What follows belongs to an exercise in optimizing a design on an open flow for small area; a production flow would make more cautious choices.
Function was checked by simulation only, so behaviour that the tests miss may differ from the original.
Power and IR drop assume default switching activity.

## exp/raven
==> flow/design.v <==
module atomik_top_parallel #(
    parameter integer SYS_CLK_HZ = 94_500_000,
    parameter integer BAUD_RATE  = 115200,
    parameter integer N_BANKS    = 4
)(
    input  wire       sys_clk,
    input  wire       sys_rst_n,
    input  wire       uart_rx,
    output wire       uart_tx,
    output wire [5:0] led
);
    wire clk   = sys_clk;
    wire rst_n = sys_rst_n;
    localparam [22:0] HB_INIT = 23'h0AFD85;
    reg [22:0] hb;
    reg        por_done;
    reg        hb_top;
    wire       hb_low0 = ~|hb[21:0];
    always @(posedge clk or negedge rst_n) begin
        if (!rst_n) begin
            hb       <= HB_INIT;
            por_done <= 1'b0;
            hb_top   <= 1'b0;
        end else begin
            hb <= {hb[21:0], hb[22] ^ hb[17] ^ hb_low0};
            if (hb_low0 & ~hb[22]) begin
                if (por_done)
                    hb_top <= ~hb_top;
                else
                    por_done <= 1'b1;
            end
        end
    end
    localparam [9:0] RX_HALF = 10'h268;
    localparam [9:0] RX_FULL = 10'h248;
    localparam [9:0] RX_END  = 10'h377;
    reg [2:0] rx_sync;
    always @(posedge clk)
        rx_sync <= {rx_sync[1:0], uart_rx | ~por_done};
    wire rx_pin = rx_sync[2];
    localparam [3:0] RXP_IDLE = 4'd13;
    reg [3:0] rx_ph;
    reg       rx_valid;
    reg [9:0] rx_cnt;
    reg       rx_b;          
    reg       c0, c1, c_ok;  
    wire rx_end    = (rx_cnt == RX_END);
    wire rx_idle   = (rx_ph == RXP_IDLE);
    wire rx_start  = (rx_ph == 4'd14);
    wire rx_stop   = (rx_ph == 4'd7);
    wire rx_data   = rx_ph[3] ? (rx_ph[1:0] == 2'b11) : ~rx_stop;    
    wire rx_sample = rx_data & rx_end;
    always @(posedge clk or negedge rst_n) begin
        if (!rst_n) begin
            rx_ph    <= RXP_IDLE;
            rx_valid <= 1'b0;
        end else begin
            rx_valid <= rx_stop & rx_end;
            if (rx_idle) begin
                if (!rx_pin) rx_ph <= 4'd14;
            end else if (rx_end) begin
                if (rx_stop | (rx_start & rx_pin))
                    rx_ph <= RXP_IDLE;
                else
                    rx_ph <= rx_ph + 4'd1;
            end
        end
    end
    wire exp_bit = ((rx_ph == 4'd1 || rx_ph == 4'd2) & ~c0 & ~c1) | ((rx_ph == 4'd3) & c1) | (rx_ph == 4'd5);
    always @(posedge clk) begin
        if (rx_idle)
            rx_cnt <= RX_HALF;
        else if (rx_end)
            rx_cnt <= RX_FULL;
        else
            rx_cnt <= {rx_cnt[8:0], ~(rx_cnt[9] ^ rx_cnt[6])};
        if (rx_sample) begin
            rx_b <= rx_pin;
            if (rx_ph == 4'd15) c0 <= rx_pin;
            if (rx_ph == 4'd0)  c1 <= rx_pin;
            c_ok <= (rx_ph == 4'd15) | (c_ok & ((rx_ph == 4'd0) | (rx_pin == exp_bit)));
        end
    end
    wire rx_is_L = c_ok & ~c0 & ~c1;
    wire rx_is_A = c_ok &  c0 & ~c1;
    wire rx_is_R = c_ok & ~c0 &  c1;
    wire rx_is_S = c_ok &  c0 &  c1;
    localparam [1:0] M_IDLE  = 2'b00;
    localparam [1:0] M_LOAD  = 2'b01;
    localparam [1:0] M_ACCUM = 2'b11;
    localparam [1:0] M_RESP  = 2'b10;
    localparam [9:0] TX_END = 10'h084;    
    localparam [9:0] TX_G2  = 10'h221;
    localparam [9:0] TX_G3  = 10'h110;
    reg [1:0] mode;
    reg [2:0] byte_cnt;      
    reg       is_status;
    reg       init_valid;    
    reg       acc_nz;        
    reg       nz;            
    reg       tx_out;
    reg [3:0] tx_bitn;
    wire      tx_busy = ~(tx_bitn[3] & tx_bitn[1]);
    reg [9:0] tx_cnt;
    reg       nb;            
    wire in_idle  = (mode == M_IDLE);
    wire in_load  = (mode == M_LOAD);
    wire in_accum = (mode == M_ACCUM);
    wire in_resp  = (mode == M_RESP);
    wire in_pay   = mode[0];
    wire accept   = in_idle & rx_valid & c_ok;
    wire tx_end   = (tx_cnt == TX_END);
    wire tx_last  = tx_bitn[3] & tx_bitn[0];                   
    wire tx_tick  = in_resp & ~(tx_last & tx_bitn[1]) & tx_end;  
    wire resp_fin = in_resp & (tx_last & tx_bitn[1]);           
    reg  [5:0] ph;
    wire [2:0] slot_bit = in_pay ? rx_ph[2:0] : tx_bitn[2:0];
    wire       match    = (ph == {byte_cnt, slot_bit});
    reg wpend;
    always @(posedge clk)
        wpend <= rx_sample | (wpend & ~match);
    wire wr_i = wpend & match & in_load;
    wire wr_d = wpend & match & in_accum;
    reg [63:0] ring_i;
    reg [63:0] ring_d;
    wire d_new = (ring_d[63] & acc_nz) ^ rx_b;
    always @(posedge clk) begin
        ph     <= {ph[4:0], ph[5] ^ ph[4] ^ ~|ph[4:0]};
        ring_i <= {ring_i[62:0], wr_i ? rx_b  : ring_i[63]};
        ring_d <= {ring_d[62:0], wr_d ? d_new : ring_d[63]};
    end
    wire rd_bit = (ring_i[63] & init_valid) ^ (ring_d[63] & acc_nz);
    always @(posedge clk or negedge rst_n) begin
        if (!rst_n) begin
            mode       <= M_IDLE;
            init_valid <= 1'b0;
            acc_nz     <= 1'b0;
            nz         <= 1'b0;
        end else begin
            if (!in_pay)
                acc_nz <= nz;
            if (wr_d)
                nz <= nz | d_new;
            if (in_idle) begin
                if (rx_valid) begin
                    if (rx_is_L) begin
                        mode       <= M_LOAD;
                        init_valid <= 1'b1;
                        nz         <= 1'b0;
                    end
                    if (rx_is_A) begin
                        mode <= M_ACCUM;
                        nz   <= 1'b0;
                    end
                    if (rx_is_R | rx_is_S) mode <= M_RESP;
                end
            end
            if (in_pay && rx_valid && byte_cnt == 3'd7)
                mode <= M_IDLE;
            if (resp_fin)
                mode <= M_IDLE;
        end
    end
    always @(posedge clk) begin
        if (in_idle) begin
            byte_cnt  <= {3{c0 & c1}};      
            is_status <= c0 & c1;
        end else if ((in_pay & rx_valid) | (tx_tick & tx_last))
            byte_cnt <= byte_cnt + 3'd1;
    end
    always @(posedge clk)
        if (match) nb <= rd_bit;
    wire tx_data_bit = is_status ? ((tx_bitn[2:0] == 3'd7) & ~acc_nz) : nb;
    always @(posedge clk or negedge rst_n) begin
        if (!rst_n)
            tx_out <= 1'b1;
        else if (tx_tick)
            tx_out <= tx_bitn[3] ? ~tx_bitn[1] : tx_data_bit;
    end
    always @(posedge clk) begin
        if (accept)
            tx_cnt <= c1 & ~c0 ? TX_G3 : TX_G2;
        else if (tx_tick & tx_last)
            tx_cnt <= TX_G2;
        else if (tx_end)
            tx_cnt <= 10'd0;
        else
            tx_cnt <= {tx_cnt[8:0], ~(tx_cnt[9] ^ tx_cnt[6])};
    end
    always @(posedge clk or negedge rst_n) begin
        if (!rst_n)
            tx_bitn <= 4'd14;
        else if (accept)
            tx_bitn <= 4'd10;
        else if (tx_tick) begin
            if (tx_bitn[3] & tx_bitn[1])
                tx_bitn <= 4'd0;
            else if (tx_last)
                tx_bitn <= {3'b101, byte_cnt == 3'd7};
            else
                tx_bitn <= tx_bitn + 4'd1;
        end else if (tx_bitn == 4'd11)
            tx_bitn <= 4'd15;
        else if (tx_bitn == 4'd15)
            tx_bitn <= 4'd14;
    end
    assign uart_tx = tx_out;
    reg [19:0] act;
    reg        act_on;
    wire act_low0 = ~|act[18:0];
    always @(posedge clk) begin
        if (rx_valid)
            act <= 20'd1;
        else
            act <= {act[18:0], act[19] ^ act[16] ^ (act[19] & act_low0)};
    end
    always @(posedge clk or negedge rst_n) begin
        if (!rst_n)
            act_on <= 1'b0;
        else if (rx_valid)
            act_on <= 1'b1;
    end
    assign led[5] = 1'b0;
    assign led[4] = ~hb_top;
    assign led[3] = ~(in_load | in_accum | in_resp | (tx_bitn == 4'd15));
    assign led[2] = acc_nz;
    assign led[1] = ~tx_busy;
    assign led[0] = ~act_on | (act_low0 & ~act[19]);
endmodule
==> flow/config.mk <==
export PLATFORM = sky130hd
export DESIGN_NAME = atomik_top_parallel
export DESIGN_NICKNAME = atomik_top_parallel
export VERILOG_FILES = /design/flow/design.v
export SDC_FILE = /design/flow/constraint.sdc
export NUM_CORES = 4
export LEC_CHECK = 0
export CAP_MARGIN = 20
export CORE_MARGIN = 2
export CORE_UTILIZATION = 70
export CTS_BUF_LIST = sky130_fd_sc_hd__clkbuf_8
export CTS_CLUSTER_DIAMETER = 60
export CTS_CLUSTER_SIZE = 18
export PLACE_DENSITY = 0.85
export SLEW_MARGIN = 20
==> flow/constraint.sdc <==
create_clock -name core_clock -period 10.0 [get_ports {sys_clk}]
set_input_delay 2.0000 -clock core_clock [delete_from_list [all_inputs] [get_ports {sys_clk}]]
set_output_delay 2.0000 -clock core_clock [all_outputs]
set_load 0.01 [all_outputs]
standard.sh (not shown) runs the stock make flow with config.mk's settings and CLKGATE_MAP_FILE= SYNTH_SCRIPT=/design/flow/synth_recipe.tcl, a recipe that flattens the netlist after the stock synthesis.
==> flow/flow/run.sh <==
#!/bin/bash
# Own flow: the standard synthesis, then its combinational logic is
# re-mapped by ABC for area (registers untouched: same instances, names and
# cells), then the standard layout with CTS told not to add dummy loads
# and the smallest buffer on the ports.
# Logs in this folder: synth.log, remap.log, flow.log (ORFS's per-step logs
# are under orfs/logs).
set -euo pipefail
export CTS_ARGS="-sink_clustering_enable -repair_clock_nets -dont_use_dummy_load -buf_list sky130_fd_sc_hd__clkbuf_8 -sink_clustering_size 20 -sink_clustering_max_diameter 50"
export BUFFER_PORTS_ARGS="-buffer_cell sky130_fd_sc_hd__buf_1"

bash standard.sh synth > synth.log 2>&1

P=$FLOW_HOME/platforms/$FLOW_PLATFORM
LIB=$P/lib/sky130_fd_sc_hd__tt_025C_1v80.lib
R=orfs/results/$FLOW_PLATFORM/atomik_top_parallel/base
O=orfs/objects/$FLOW_PLATFORM/atomik_top_parallel/base
DU=$(sed -n '/DONT_USE_CELLS/,/^$/p' $P/config.mk | grep -o 'sky130_fd_sc_hd__[a-z0-9_]*' | sed 's/^/-dont_use /' | tr '\n' ' ')
python3 flow/mkmodels.py $LIB cells.v
cp $R/1_2_yosys.v standard_1_2_yosys.v
yosys -p "read_verilog cells.v; read_verilog standard_1_2_yosys.v; \
  hierarchy -top $FLOW_TOP; flatten; hierarchy -top $FLOW_TOP; rename -hide w:*.*; \
  techmap; opt -purge; \
  abc -script flow/remap.abc -liberty $LIB $DU -constr $O/abc.constr -D 10000; \
  opt_clean -purge; \
  hilomap -singleton -hicell sky130_fd_sc_hd__conb_1 HI -locell sky130_fd_sc_hd__conb_1 LO; \
  insbuf -buf sky130_fd_sc_hd__buf_4 A X; splitnets; opt_clean -purge; \
  stat -liberty $LIB; \
  write_verilog -noattr -nohex -nodec remapped.v" > remap.log 2>&1
# the registers must be exactly the standard synthesis's
grep -o '\\[^ ]*\$_[A-Z0-9_]*_ ' standard_1_2_yosys.v | sort > regs_standard.txt
grep -o '\\[^ ]*\$_[A-Z0-9_]*_ ' remapped.v | sort > regs_remapped.txt
if cmp -s regs_standard.txt regs_remapped.txt && [ -s regs_remapped.txt ]; then
  cp remapped.v $R/1_2_yosys.v
  touch $R/1_2_yosys.v
else
  echo "remap changed the registers; keeping the standard netlist" >> remap.log
fi

bash standard.sh > flow.log 2>&1
Other scripts of this flow, unchanged in this note and not shown: flow/flow/mkmodels.py, flow/flow/remap.abc
Every stage of the flow completed for exp/raven, and the final layout passed the timing, design-rule and antenna checks.
Input-level comparison between exp/nickel and exp/raven:
Settings: CTS_CLUSTER_DIAMETER no longer set, was 60; CTS_BUF_LIST no longer set, was sky130_fd_sc_hd__clkbuf_8; CAP_MARGIN now 0, was 20; CTS_CLUSTER_SIZE no longer set, was 18; SLEW_MARGIN now 0, was 20.
-- flow/flow/run.sh --
<<< exp/raven, line 8
set -euo pipefail
export CTS_ARGS="-sink_clustering_enable -repair_clock_nets -dont_use_dummy_load -buf_list sky130_fd_sc_hd__clkbuf_8 -sink_clustering_size 20 -sink_clustering_max_diameter 50"
export BUFFER_PORTS_ARGS="-buffer_cell sky130_fd_sc_hd__buf_1"
>>> exp/nickel, line 8
set -euo pipefail
export CTS_ARGS="-sink_clustering_enable -repair_clock_nets -dont_use_dummy_load -buf_list sky130_fd_sc_hd__clkbuf_4 -sink_clustering_size 12 -sink_clustering_max_diameter 35"
export BUFFER_PORTS_ARGS="-buffer_cell sky130_fd_sc_hd__buf_1"
==> run notes <==
exp/nickel: no failed stages, no open violations at the end
Diff exp/raven -> exp/nickel | final area | down slightly
Sort exp/raven and exp/nickel by total power, ascending, and exp/nickel comes first.
| clock network fraction of total power | exp/nickel vs exp/raven | 2.2 points lower |
What exp/ember does differently from exp/nickel at the input level:
Settings: swapping 0.85 for 0.9 in PLACE_DENSITY; swapping 0 for 20 in SLEW_MARGIN; swapping 0 for 20 in CAP_MARGIN; swapping 70 for 80 in CORE_UTILIZATION.
-- flow/flow/run.sh --
<<< exp/nickel, line 8
set -euo pipefail
export CTS_ARGS="-sink_clustering_enable -repair_clock_nets -dont_use_dummy_load -buf_list sky130_fd_sc_hd__clkbuf_4 -sink_clustering_size 12 -sink_clustering_max_diameter 35"
export BUFFER_PORTS_ARGS="-buffer_cell sky130_fd_sc_hd__buf_1"
>>> exp/ember, line 8
set -euo pipefail
export CTS_ARGS="-sink_clustering_enable -repair_clock_nets -dont_use_dummy_load -buf_list sky130_fd_sc_hd__clkbuf_4 -sink_clustering_size 11 -sink_clustering_max_diameter 40"
export BUFFER_PORTS_ARGS="-buffer_cell sky130_fd_sc_hd__buf_1"
==> comparison <==
- Vias: exp/ember more than exp/nickel
- Worst endpoint data arrival time came out higher on exp/ember than on exp/nickel.
- Placeable core region (exp/ember vs. exp/nickel) decreases by more than 10%
- The total internal power of exp/ember falls short of that of exp/nickel by 4.2 uW.
The following lists how exp/indigo was set up differently from exp/ember:
Settings: CORE_UTILIZATION changed from 80 to 70; CTS_BUF_LIST newly set to sky130_fd_sc_hd__clkbuf_8; CTS_CLUSTER_DIAMETER newly set to 60; CTS_CLUSTER_SIZE newly set to 18; PLACE_DENSITY changed from 0.9 to 0.85.
## What came out
HPWL reported at the end of detailed placement in exp/indigo is 21% lower than in exp/ember
Delta(worst setup slack, exp/indigo - exp/ember) > 0
exp/ember → exp/indigo: die area grew by 1100 um^2, met2 layer wire length in the routed design shrank by 1600 um, final period utilization shrank by 0.34 points.
exp/indigo: number of well taps higher than exp/ember
Relative to exp/ember, overall via count from detail_route has decreased by about 6% in exp/indigo.
Changes in exp/harbor relative to exp/indigo:
Settings: CAP_MARGIN now 0, was 20; CTS_CLUSTER_SIZE no longer set, was 18; SLEW_MARGIN now 0, was 20; CTS_CLUSTER_DIAMETER no longer set, was 60; CTS_BUF_LIST no longer set, was sky130_fd_sc_hd__clkbuf_8.
--- outcome ---
Any difference in hold slack between exp/indigo and exp/harbor is small enough to ignore. Comparing exp/harbor against exp/indigo, there is no change at all in maximum fanout count along the critical path. Between exp/indigo and exp/harbor, the difference in worst setup slack is negligible. Relative to exp/indigo, the final cell area reported for exp/harbor is lower. Between exp/harbor and exp/indigo, the final worst-path cycle share figures differ only marginally. exp/harbor vs. exp/indigo: share of total power in combinational logic flat, switching portion of total power was more or less identical, non-clock buffer count lost 1.

[port drivers added, routing unchanged]
Ports are ideal in the flow. The routed layouts listed here were re-timed in OpenROAD. Step 1 assumes that a clkbuf_16 drives the clock port and a buf_2 every other input. Step 2 adds t to the input delays and takes it off the output delays; t is the mean of the earliest and latest rising clock arrival at the registers after step 1. Input paths then give back, and output paths get back, about the clock's delay inside the block. Three values: ideal ports, drivers, drivers and shift; two values: the first two.
| run | shift t [ns] | setup WS [ns] | worst hold slack (ns) | worst setup path after step 2 | worst slew at a driven data input, ns |
|---|---|---|---|---|---|
| exp/raven | 0.497 | 5.982 / 5.948 / 6.445 | 0.299 / 0.299 / 0.299 | register to output | 0.03 |
| exp/nickel | 0.589 | 5.887 / 5.854 / 6.442 | 0.301 / 0.301 / 0.301 | register to output | 0.03 |
| exp/ember | 0.610 | 5.863 / 5.831 / 6.441 | 0.319 / 0.319 / 0.319 | register to output | 0.04 |
| exp/indigo | 0.581 | 5.897 / 5.868 / 6.449 | 0.311 / 0.311 / 0.311 | register to output | 0.03 |
| exp/harbor | 0.580 | 5.896 / 5.868 / 6.447 | 0.310 / 0.310 / 0.310 | register to output | 0.03 |
After both steps setup and hold are still met in every run listed.
